This design comes from an exercise in tuning for small area, a short achievable clock period and few clock cycles per item on the open sky130 flow, not from production work.
The RTL was checked by simulation tests, not by an equivalence proof against the original design.

==> flow/design.v <==
module divider_400bit (
    input wire clk,
    input wire rst,
    input wire start,
    input wire [399:0] dividend,
    input wire [7:0] divisor,
    output reg [399:0] quotient,
    output reg done
);
    reg busy;                     
    reg [4:0] idx;             
    reg [13:0] chunk;            
    reg [7:0] rem;                
    reg [7:0] dvs;                
    reg [9:0] mul3;            
    wire [13:0] nchunk;
    wire [28:0] sel;             
    genvar g;
    for (g = 0; g < 29; g = g + 1) begin : sel_
        assign sel[g] = idx == g;
    end
    div400_chunk_mux chunk_mux (.dividend(dividend), .sel(sel), .chunk(nchunk));
    wire [7:0] r0 = rem;
    wire [9:0] t0 = {r0, chunk[13:12]};
    wire [10:0] df0_1 = {1'b0, t0} - {1'b0, {2'd0, dvs}};
    wire [10:0] df0_2 = {1'b0, t0} - {1'b0, ({2'd0, dvs} << 1)};
    wire [10:0] df0_3 = {1'b0, t0} - {1'b0, mul3};
    reg [7:0] r1;
    reg [1:0] q0;
    always @* begin
        r1 = t0[7:0];
        q0 = 2'd0;
        if (!df0_1[10]) begin r1 = df0_1[7:0]; q0 = 2'd1; end
        if (!df0_2[10]) begin r1 = df0_2[7:0]; q0 = 2'd2; end
        if (!df0_3[10]) begin r1 = df0_3[7:0]; q0 = 2'd3; end
    end
    wire [9:0] t1 = {r1, chunk[11:10]};
    wire [10:0] df1_1 = {1'b0, t1} - {1'b0, {2'd0, dvs}};
    wire [10:0] df1_2 = {1'b0, t1} - {1'b0, ({2'd0, dvs} << 1)};
    wire [10:0] df1_3 = {1'b0, t1} - {1'b0, mul3};
    reg [7:0] r2;
    reg [1:0] q1;
    always @* begin
        r2 = t1[7:0];
        q1 = 2'd0;
        if (!df1_1[10]) begin r2 = df1_1[7:0]; q1 = 2'd1; end
        if (!df1_2[10]) begin r2 = df1_2[7:0]; q1 = 2'd2; end
        if (!df1_3[10]) begin r2 = df1_3[7:0]; q1 = 2'd3; end
    end
    wire [9:0] t2 = {r2, chunk[9:8]};
    wire [10:0] df2_1 = {1'b0, t2} - {1'b0, {2'd0, dvs}};
    wire [10:0] df2_2 = {1'b0, t2} - {1'b0, ({2'd0, dvs} << 1)};
    wire [10:0] df2_3 = {1'b0, t2} - {1'b0, mul3};
    reg [7:0] r3;
    reg [1:0] q2;
    always @* begin
        r3 = t2[7:0];
        q2 = 2'd0;
        if (!df2_1[10]) begin r3 = df2_1[7:0]; q2 = 2'd1; end
        if (!df2_2[10]) begin r3 = df2_2[7:0]; q2 = 2'd2; end
        if (!df2_3[10]) begin r3 = df2_3[7:0]; q2 = 2'd3; end
    end
    wire [9:0] t3 = {r3, chunk[7:6]};
    wire [10:0] df3_1 = {1'b0, t3} - {1'b0, {2'd0, dvs}};
    wire [10:0] df3_2 = {1'b0, t3} - {1'b0, ({2'd0, dvs} << 1)};
    wire [10:0] df3_3 = {1'b0, t3} - {1'b0, mul3};
    reg [7:0] r4;
    reg [1:0] q3;
    always @* begin
        r4 = t3[7:0];
        q3 = 2'd0;
        if (!df3_1[10]) begin r4 = df3_1[7:0]; q3 = 2'd1; end
        if (!df3_2[10]) begin r4 = df3_2[7:0]; q3 = 2'd2; end
        if (!df3_3[10]) begin r4 = df3_3[7:0]; q3 = 2'd3; end
    end
    wire [9:0] t4 = {r4, chunk[5:4]};
    wire [10:0] df4_1 = {1'b0, t4} - {1'b0, {2'd0, dvs}};
    wire [10:0] df4_2 = {1'b0, t4} - {1'b0, ({2'd0, dvs} << 1)};
    wire [10:0] df4_3 = {1'b0, t4} - {1'b0, mul3};
    reg [7:0] r5;
    reg [1:0] q4;
    always @* begin
        r5 = t4[7:0];
        q4 = 2'd0;
        if (!df4_1[10]) begin r5 = df4_1[7:0]; q4 = 2'd1; end
        if (!df4_2[10]) begin r5 = df4_2[7:0]; q4 = 2'd2; end
        if (!df4_3[10]) begin r5 = df4_3[7:0]; q4 = 2'd3; end
    end
    wire [9:0] t5 = {r5, chunk[3:2]};
    wire [10:0] df5_1 = {1'b0, t5} - {1'b0, {2'd0, dvs}};
    wire [10:0] df5_2 = {1'b0, t5} - {1'b0, ({2'd0, dvs} << 1)};
    wire [10:0] df5_3 = {1'b0, t5} - {1'b0, mul3};
    reg [7:0] r6;
    reg [1:0] q5;
    always @* begin
        r6 = t5[7:0];
        q5 = 2'd0;
        if (!df5_1[10]) begin r6 = df5_1[7:0]; q5 = 2'd1; end
        if (!df5_2[10]) begin r6 = df5_2[7:0]; q5 = 2'd2; end
        if (!df5_3[10]) begin r6 = df5_3[7:0]; q5 = 2'd3; end
    end
    wire [9:0] t6 = {r6, chunk[1:0]};
    wire [10:0] df6_1 = {1'b0, t6} - {1'b0, {2'd0, dvs}};
    wire [10:0] df6_2 = {1'b0, t6} - {1'b0, ({2'd0, dvs} << 1)};
    wire [10:0] df6_3 = {1'b0, t6} - {1'b0, mul3};
    reg [7:0] r7;
    reg [1:0] q6;
    always @* begin
        r7 = t6[7:0];
        q6 = 2'd0;
        if (!df6_1[10]) begin r7 = df6_1[7:0]; q6 = 2'd1; end
        if (!df6_2[10]) begin r7 = df6_2[7:0]; q6 = 2'd2; end
        if (!df6_3[10]) begin r7 = df6_3[7:0]; q6 = 2'd3; end
    end
    wire [13:0] qk = {q0, q1, q2, q3, q4, q5, q6};
    always @(posedge clk) begin
        dvs <= divisor;
        mul3 <= 10'd3 * {2'd0, divisor};
        chunk <= nchunk;
        rem <= busy ? r7 : 8'd0;
        if (busy)
            quotient <= {quotient[385:0], qk};
    end
    always @(posedge clk or posedge rst) begin
        if (rst) begin
            busy <= 1'b0;
            done <= 1'b0;
            idx <= 5'd0;
        end else begin
            done <= 1'b0;
            if (busy) begin
                if (idx == 5'd29) begin
                    busy <= 1'b0;
                    done <= 1'b1;
                    idx <= 5'd0;
                end else begin
                    idx <= idx + 1'b1;
                end
            end else if (start) begin
                busy <= 1'b1;
                idx <= 5'd1;
            end
        end
    end
endmodule
module div400_chunk_mux (
    input wire [399:0] dividend,
    input wire [28:0] sel,
    output wire [13:0] chunk
);
    wire [405:0] dpad = {6'd0, dividend};
    genvar b, j;
    generate
        for (b = 0; b < 14; b = b + 1) begin : bit_
            wire [28:0] hit;
            for (j = 0; j < 29; j = j + 1) begin : chunk_
                assign hit[j] = dpad[405 - 14*j - (13 - b)] & sel[j];
            end
            assign chunk[b] = |hit;
        end
    endgenerate
endmodule
==> flow/config.mk <==
export PLATFORM = sky130hd
export DESIGN_NAME = divider_400bit
export DESIGN_NICKNAME = divider_400bit
export VERILOG_FILES = /design/flow/design.v
export SDC_FILE = /design/flow/constraint.sdc
export NUM_CORES = 4
export LEC_CHECK = 0
export ABC_AREA = 1
export CAP_MARGIN = 20
export CORE_MARGIN = 2
export CORE_UTILIZATION = 40
export SLEW_MARGIN = 20
export SYNTH_HIERARCHICAL = 1
==> flow/constraint.sdc <==
create_clock -name core_clock -period 40.0 [get_ports {clk}]
set_input_delay 8.0000 -clock core_clock [delete_from_list [all_inputs] [get_ports {clk}]]
set_output_delay 8.0000 -clock core_clock [all_outputs]
set_load 0.01 [all_outputs]
standard.sh (not shown) runs the stock make flow with config.mk's settings and CLKGATE_MAP_FILE= SYNTH_SCRIPT=/design/flow/synth_recipe.tcl, a recipe that flattens the netlist after the stock synthesis.
==> flow/flow/run.sh <==
#!/bin/bash
# Own layout flow: the standard flow (standard.sh) with smaller port buffers,
# a lighter clock tree and a timing-repair margin. Every tool's output goes to a log
# file in this folder (make_*.log) and ORFS's own logs under orfs/logs/.
set -euo pipefail
cd "$(dirname "$0")/.."
# Port buffers: one small buffer on every input and output port.
export BUFFER_PORTS_ARGS="-buffer_cell sky130_fd_sc_hd__buf_1"
# Clock tree: smaller clock buffers, bigger sink clusters, no dummy loads.
export CTS_ARGS="-sink_clustering_enable -repair_clock_nets -buf_list {sky130_fd_sc_hd__clkbuf_8} -sink_clustering_size 15 -sink_clustering_max_diameter 80 -dont_use_dummy_load"
# Timing repair aims for this much setup slack (ns) at the design's clock period.
export SETUP_SLACK_MARGIN=30.2
export TNS_END_PERCENT=10
# Synthesis: leave adders as plain gates for ABC (no full/half-adder cells); the
# registers are the standard synthesis's.
export ADDER_MAP_FILE=
bash standard.sh finish > make_finish.log 2>&1
The first run passed the timing, design-rule and antenna checks.
Testbench counts at the start, summed over its fixed seeds: cycles 9,600, items 320.
Change:
==> flow/flow/run.sh (replaced) <==
#!/bin/bash
# Own layout flow: the standard flow (standard.sh) with smaller port buffers, a
# lighter clock tree, adders left as plain gates for ABC, and a timing-repair margin
# up to clock tree synthesis only. Every tool's output goes to a log file in this
# folder (make_*.log) and ORFS's own logs under orfs/logs/.
set -euo pipefail
cd "$(dirname "$0")/.."
# Port buffers: one small buffer on every input and output port.
export BUFFER_PORTS_ARGS="-buffer_cell sky130_fd_sc_hd__buf_1"
# Clock tree: smaller clock buffers, bigger sink clusters, no dummy loads.
export CTS_ARGS="-sink_clustering_enable -repair_clock_nets -buf_list {sky130_fd_sc_hd__clkbuf_8} -sink_clustering_size 15 -sink_clustering_max_diameter 80 -dont_use_dummy_load"
# Synthesis: leave adders as plain gates for ABC (no full/half-adder cells); the
# registers are the standard synthesis's.
export ADDER_MAP_FILE=
export TNS_END_PERCENT=10
# Up to and including clock tree synthesis, timing repair aims for this much setup
# slack (ns) at the design's clock period; after it, for none beyond the constraints.
SETUP_SLACK_MARGIN=30.2 bash standard.sh cts > make_cts.log 2>&1
SETUP_SLACK_MARGIN=0 bash standard.sh finish > make_finish.log 2>&1
- CORE_UTILIZATION: 40 -> 46
- PLACE_DENSITY: unset -> 0.7
- SYNTH_HIERARCHICAL: 1 -> unset
The changed run ran to the end with no violations.
Final area falls by 9.1%.
Synthesized cell count fell by 14%.
Worst setup slack loses 0.74 ns.
Count of clock-buffer cells in the layout came out lower by 3.
Critical path depth went up by 67.
Register-to-register slack is worse by 0.82 ns.
Change:
==> flow/flow/run.sh (replaced) <==
#!/bin/bash
# Own layout flow: the standard flow (standard.sh) with smaller port buffers,
# a lighter clock tree and a timing-repair margin. Every tool's output goes to a log
# file in this folder (make_*.log) and ORFS's own logs under orfs/logs/.
set -euo pipefail
cd "$(dirname "$0")/.."
# Port buffers: one small buffer on every input and output port.
export BUFFER_PORTS_ARGS="-buffer_cell sky130_fd_sc_hd__buf_1"
# Clock tree: smaller clock buffers, bigger sink clusters, no dummy loads.
export CTS_ARGS="-sink_clustering_enable -repair_clock_nets -buf_list {sky130_fd_sc_hd__clkbuf_8} -sink_clustering_size 15 -sink_clustering_max_diameter 80 -dont_use_dummy_load"
# Timing repair aims for this much setup slack (ns) at the design's clock period.
export SETUP_SLACK_MARGIN=30.2
export TNS_END_PERCENT=10
# Synthesis: leave adders as plain gates for ABC (no full/half-adder cells); the
# registers are the standard synthesis's.
export ADDER_MAP_FILE=
bash standard.sh finish > make_finish.log 2>&1
- CORE_UTILIZATION: 46 -> 50
- PLACE_DENSITY: 0.7 -> 0.75
Hold slack is better by 0.016 ns.
Die area drops by 7.9%.
Wire length rises by 3.5%.
Final cell count drops by 0.56%.
Final area rose by 1.9%.
Synthesized cell count is unchanged.
Setup slack improved by 0.44 ns.

========
Starts from the design.v that is shown in full above.
export LEC_CHECK = 0
export ABC_AREA = 1
export CAP_MARGIN = 20
export CORE_MARGIN = 2
export CORE_UTILIZATION = 40
export SLEW_MARGIN = 20
create_clock -name core_clock -period 40.0 [get_ports {clk}]
==> flow/flow/run.sh <==
#!/bin/bash
# Own layout flow: the standard flow (standard.sh) with smaller port buffers,
# a lighter clock tree and a timing-repair margin. Every tool's output goes to a log
# file in this folder (make_*.log) and ORFS's own logs under orfs/logs/.
set -euo pipefail
cd "$(dirname "$0")/.."
# Port buffers: one small buffer on every input and output port.
export BUFFER_PORTS_ARGS="-buffer_cell sky130_fd_sc_hd__buf_1"
# Clock tree: smaller clock buffers, bigger sink clusters, no dummy loads.
export CTS_ARGS="-sink_clustering_enable -repair_clock_nets -buf_list {sky130_fd_sc_hd__clkbuf_8} -sink_clustering_size 15 -sink_clustering_max_diameter 80 -dont_use_dummy_load"
# Timing repair aims for this much setup slack (ns) at the design's clock period.
export SETUP_SLACK_MARGIN=30.2
export TNS_END_PERCENT=10
# Synthesis: leave adders as plain gates for ABC (no full/half-adder cells); the
# registers are the standard synthesis's.
export ADDER_MAP_FILE=
bash standard.sh finish > make_finish.log 2>&1
The starting point finished with timing, DRC and antenna clean.
Testbench counts at the start, summed over its fixed seeds: cycles 9,600, items 320.
Rerun with:
--- a/flow/flow/run.sh
+++ b/flow/flow/run.sh
@@ -10,6 +10,6 @@
 export CTS_ARGS="-sink_clustering_enable -repair_clock_nets -buf_list {sky130_fd_sc_hd__clkbuf_8} -sink_clustering_size 15 -sink_clustering_max_diameter 80 -dont_use_dummy_load"
 # Timing repair aims for this much setup slack (ns) at the design's clock period.
-export SETUP_SLACK_MARGIN=30.2
-export TNS_END_PERCENT=10
+export SETUP_SLACK_MARGIN=30.4
+export TNS_END_PERCENT=5
 # Synthesis: leave adders as plain gates for ABC (no full/half-adder cells); the
 # registers are the standard synthesis's.
--- a/flow/config.mk
+++ b/flow/config.mk
@@ -9,4 +9,5 @@
 export CAP_MARGIN = 20
 export CORE_MARGIN = 2
-export CORE_UTILIZATION = 40
+export CORE_UTILIZATION = 48
+export PLACE_DENSITY = 0.72
 export SLEW_MARGIN = 20
=>
- The changed run finished with timing, DRC and antenna clean
- final area falls by a few percent
- non-clock buffer count came out lower by 85
- fmax went down slightly

========
## v46
RTL: the design.v shown in full above, as it stands there.
clock: 40.0 ns
lec_check: 0
abc_area: 1
cap_margin: 20
core_margin: 2
core_utilization: 40
slew_margin: 20
synth_hierarchical: 1
==> flow/flow/run.sh <==
#!/bin/bash
# Own layout flow: the standard flow (standard.sh) with smaller port buffers, a
# lighter clock tree, adders left as plain gates for ABC, and a timing-repair margin
# up to clock tree synthesis only. Every tool's output goes to a log file in this
# folder (make_*.log) and ORFS's own logs under orfs/logs/.
set -euo pipefail
cd "$(dirname "$0")/.."
# Port buffers: one small buffer on every input and output port.
export BUFFER_PORTS_ARGS="-buffer_cell sky130_fd_sc_hd__buf_1"
# Clock tree: smaller clock buffers, bigger sink clusters, no dummy loads.
export CTS_ARGS="-sink_clustering_enable -repair_clock_nets -buf_list {sky130_fd_sc_hd__clkbuf_8} -sink_clustering_size 15 -sink_clustering_max_diameter 80 -dont_use_dummy_load"
# Synthesis: leave adders as plain gates for ABC (no full/half-adder cells); the
# registers are the standard synthesis's.
export ADDER_MAP_FILE=
export TNS_END_PERCENT=10
# Up to and including clock tree synthesis, timing repair aims for this much setup
# slack (ns) at the design's clock period; after it, for none beyond the constraints.
SETUP_SLACK_MARGIN=30.4 bash standard.sh cts > make_cts.log 2>&1
SETUP_SLACK_MARGIN=0 bash standard.sh finish > make_finish.log 2>&1
Testbench counts of v46, summed over its fixed seeds: cycles 9,600, items 320.
Input-level comparison between v19 and v46:
- putting PLACE_DENSITY at 0.7 where nothing was set
- swapping 40 for 46 in CORE_UTILIZATION
- clearing SYNTH_HIERARCHICAL, which used to be 1
==> flow/flow/run.sh <==
#!/bin/bash
# Own layout flow: the standard flow (standard.sh) with smaller port buffers,
# a lighter clock tree and a timing-repair margin. Every tool's output goes to a log
# file in this folder (make_*.log) and ORFS's own logs under orfs/logs/.
set -euo pipefail
cd "$(dirname "$0")/.."
# Port buffers: one small buffer on every input and output port.
export BUFFER_PORTS_ARGS="-buffer_cell sky130_fd_sc_hd__buf_1"
# Clock tree: smaller clock buffers, bigger sink clusters, no dummy loads.
export CTS_ARGS="-sink_clustering_enable -repair_clock_nets -buf_list {sky130_fd_sc_hd__clkbuf_4 sky130_fd_sc_hd__clkbuf_8} -sink_clustering_size 10 -sink_clustering_max_diameter 60 -dont_use_dummy_load"
# Timing repair aims for this much setup slack (ns) at the design's clock period.
export SETUP_SLACK_MARGIN=30.5
export TNS_END_PERCENT=5
# Synthesis: leave adders as plain gates for ABC (no full/half-adder cells); the
# registers are the standard synthesis's.
export ADDER_MAP_FILE=
bash standard.sh finish > make_finish.log 2>&1
Findings:
Having completed the whole flow, v19 delivered a layout that passed the timing, design-rule and antenna checks.
[compare] base=v46 new=v19: count of different cell masters after synthesis now sits higher, post-route fraction of the period consumed by the critical path now sits lower, global-route wire length before repair now sits higher, summed instance area of the synthesized netlist now sits lower.
The synthesized-area fraction occupied by and/or/nand/nor cells reported for v19 is smaller than that of v46 by 6.9 points.
Input-level comparison between v43 and v19:
- PLACE_DENSITY removed (was 0.7)
- CORE_UTILIZATION changed from 46 to 40
-- flow/flow/run.sh --
<<< v19, line 9
# Clock tree: smaller clock buffers, bigger sink clusters, no dummy loads.
export CTS_ARGS="-sink_clustering_enable -repair_clock_nets -buf_list {sky130_fd_sc_hd__clkbuf_4 sky130_fd_sc_hd__clkbuf_8} -sink_clustering_size 10 -sink_clustering_max_diameter 60 -dont_use_dummy_load"
# Timing repair aims for this much setup slack (ns) at the design's clock period.
export SETUP_SLACK_MARGIN=30.5
export TNS_END_PERCENT=5
# Synthesis: leave adders as plain gates for ABC (no full/half-adder cells); the
>>> v43, line 9
# Clock tree: smaller clock buffers, bigger sink clusters, no dummy loads.
export CTS_ARGS="-sink_clustering_enable -repair_clock_nets -buf_list {sky130_fd_sc_hd__clkbuf_16} -sink_clustering_size 30 -sink_clustering_max_diameter 100 -dont_use_dummy_load"
# Timing repair aims for this much setup slack (ns) at the design's clock period.
export SETUP_SLACK_MARGIN=30.2
export TNS_END_PERCENT=10
# Synthesis: leave adders as plain gates for ABC (no full/half-adder cells); the
Findings:
Most common cell after layout, fill and taps aside: sky130_fd_sc_hd__nand2_1 -> v19, sky130_fd_sc_hd__buf_1 -> v43. v43 — count of inverters not on the clock network in the layout 1 higher, v19 as reference. For count of filler cells inserted in the layout, dividing the value from v19 by the value from v43 gives 0.836. Comparing v43 with v19, the number of global-route vias before repair came out essentially unchanged. v43 vs v19: number of antenna diodes up in v43. Cmp v19 and v43 / post-synthesis to final-layout area growth / higher: v43. The run showing the smaller period utilization is v43.
The inputs of v49 differ from those of v43 as listed below.
- setting PLACE_DENSITY to 0.7 for the first time
- changing CORE_UTILIZATION from 40 to 46
-- flow/flow/run.sh --
<<< v43, line 9
# Clock tree: smaller clock buffers, bigger sink clusters, no dummy loads.
export CTS_ARGS="-sink_clustering_enable -repair_clock_nets -buf_list {sky130_fd_sc_hd__clkbuf_16} -sink_clustering_size 30 -sink_clustering_max_diameter 100 -dont_use_dummy_load"
# Timing repair aims for this much setup slack (ns) at the design's clock period.
export SETUP_SLACK_MARGIN=30.2
export TNS_END_PERCENT=10
# Synthesis: leave adders as plain gates for ABC (no full/half-adder cells); the
>>> v49, line 9
# Clock tree: smaller clock buffers, bigger sink clusters, no dummy loads.
export CTS_ARGS="-sink_clustering_enable -repair_clock_nets -buf_list {sky130_fd_sc_hd__clkbuf_8} -sink_clustering_size 15 -sink_clustering_max_diameter 80 -dont_use_dummy_load"
# Timing repair aims for this much setup slack (ns) at the design's clock period.
export SETUP_SLACK_MARGIN=30.8
export TNS_END_PERCENT=3
# Synthesis: leave adders as plain gates for ABC (no full/half-adder cells); the
Results
v49: die span in x about 7% below v43. Lower utilization was reported by v43, not v49. Higher global-route wire length before repair among v43 and v49: v49. Going from v43 to v49, global placement routability congestion higher; sequential share of cell area lower. v49 finished every step from synthesis to the final layout, and the layout passed the timing, design-rule and antenna checks. The layout overhead on the synthesized area number comes out lower for v43 vs v49. Between v43 and v49, the final cell count does not differ in any meaningful way.

==> separate check: timing with driven ports <==
In the flow no input, the clock included, has a driving cell. The finished layouts below were timed again as built, in two steps.
Step 1 assumes that a clkbuf_16 drives the clock port and a buf_2 every other input.
Step 2, shift: input delay + t, output delay - t, t = (earliest + latest rising clock arrival at the registers) / 2. This alone moves slack from input paths to output paths.
a / b / c = ideal / step 1 / step 2; a / b = the first two.
| run | shift t [ns] | slack for setup (ns) | latest minus earliest clock arrival (ns) | worst slew at a driven data input, ns |
|---|---|---|---|---|
| the first run of note 1 | 0.647 | 30.644 / 30.584 / 30.187 | 0.069 / 0.069 | 0.19 |
| the second run of note 1 | 0.640 | 29.905 / 29.905 / 29.792 | 0.074 / 0.074 | 0.16 |
| the third run of note 1 | 0.639 | 30.345 / 30.357 / 29.741 | 0.049 / 0.049 | 0.20 |
| the first run of note 2 | 0.651 | 30.532 / 30.553 / 29.902 | 0.073 / 0.073 | 0.16 |
| the second run of note 2 | 0.660 | 30.388 / 30.388 / 29.871 | 0.074 / 0.073 | 0.13 |
| v46 | 0.647 | 30.145 / 30.145 / 30.145 | 0.069 / 0.069 | 0.19 |
| v19 | 0.691 | 30.355 / 30.395 / 29.704 | 0.045 / 0.046 | 0.15 |
| v43 | 0.611 | 30.472 / 30.478 / 29.867 | 0.060 / 0.060 | 0.15 |
| v49 | 0.649 | 30.649 / 30.610 / 30.025 | 0.069 / 0.069 | 0.14 |
After both steps every run listed still meets setup and hold. The setup slack of v19, which loses most, moves by +0.040 ns with the drivers and by -0.651 ns with both steps.
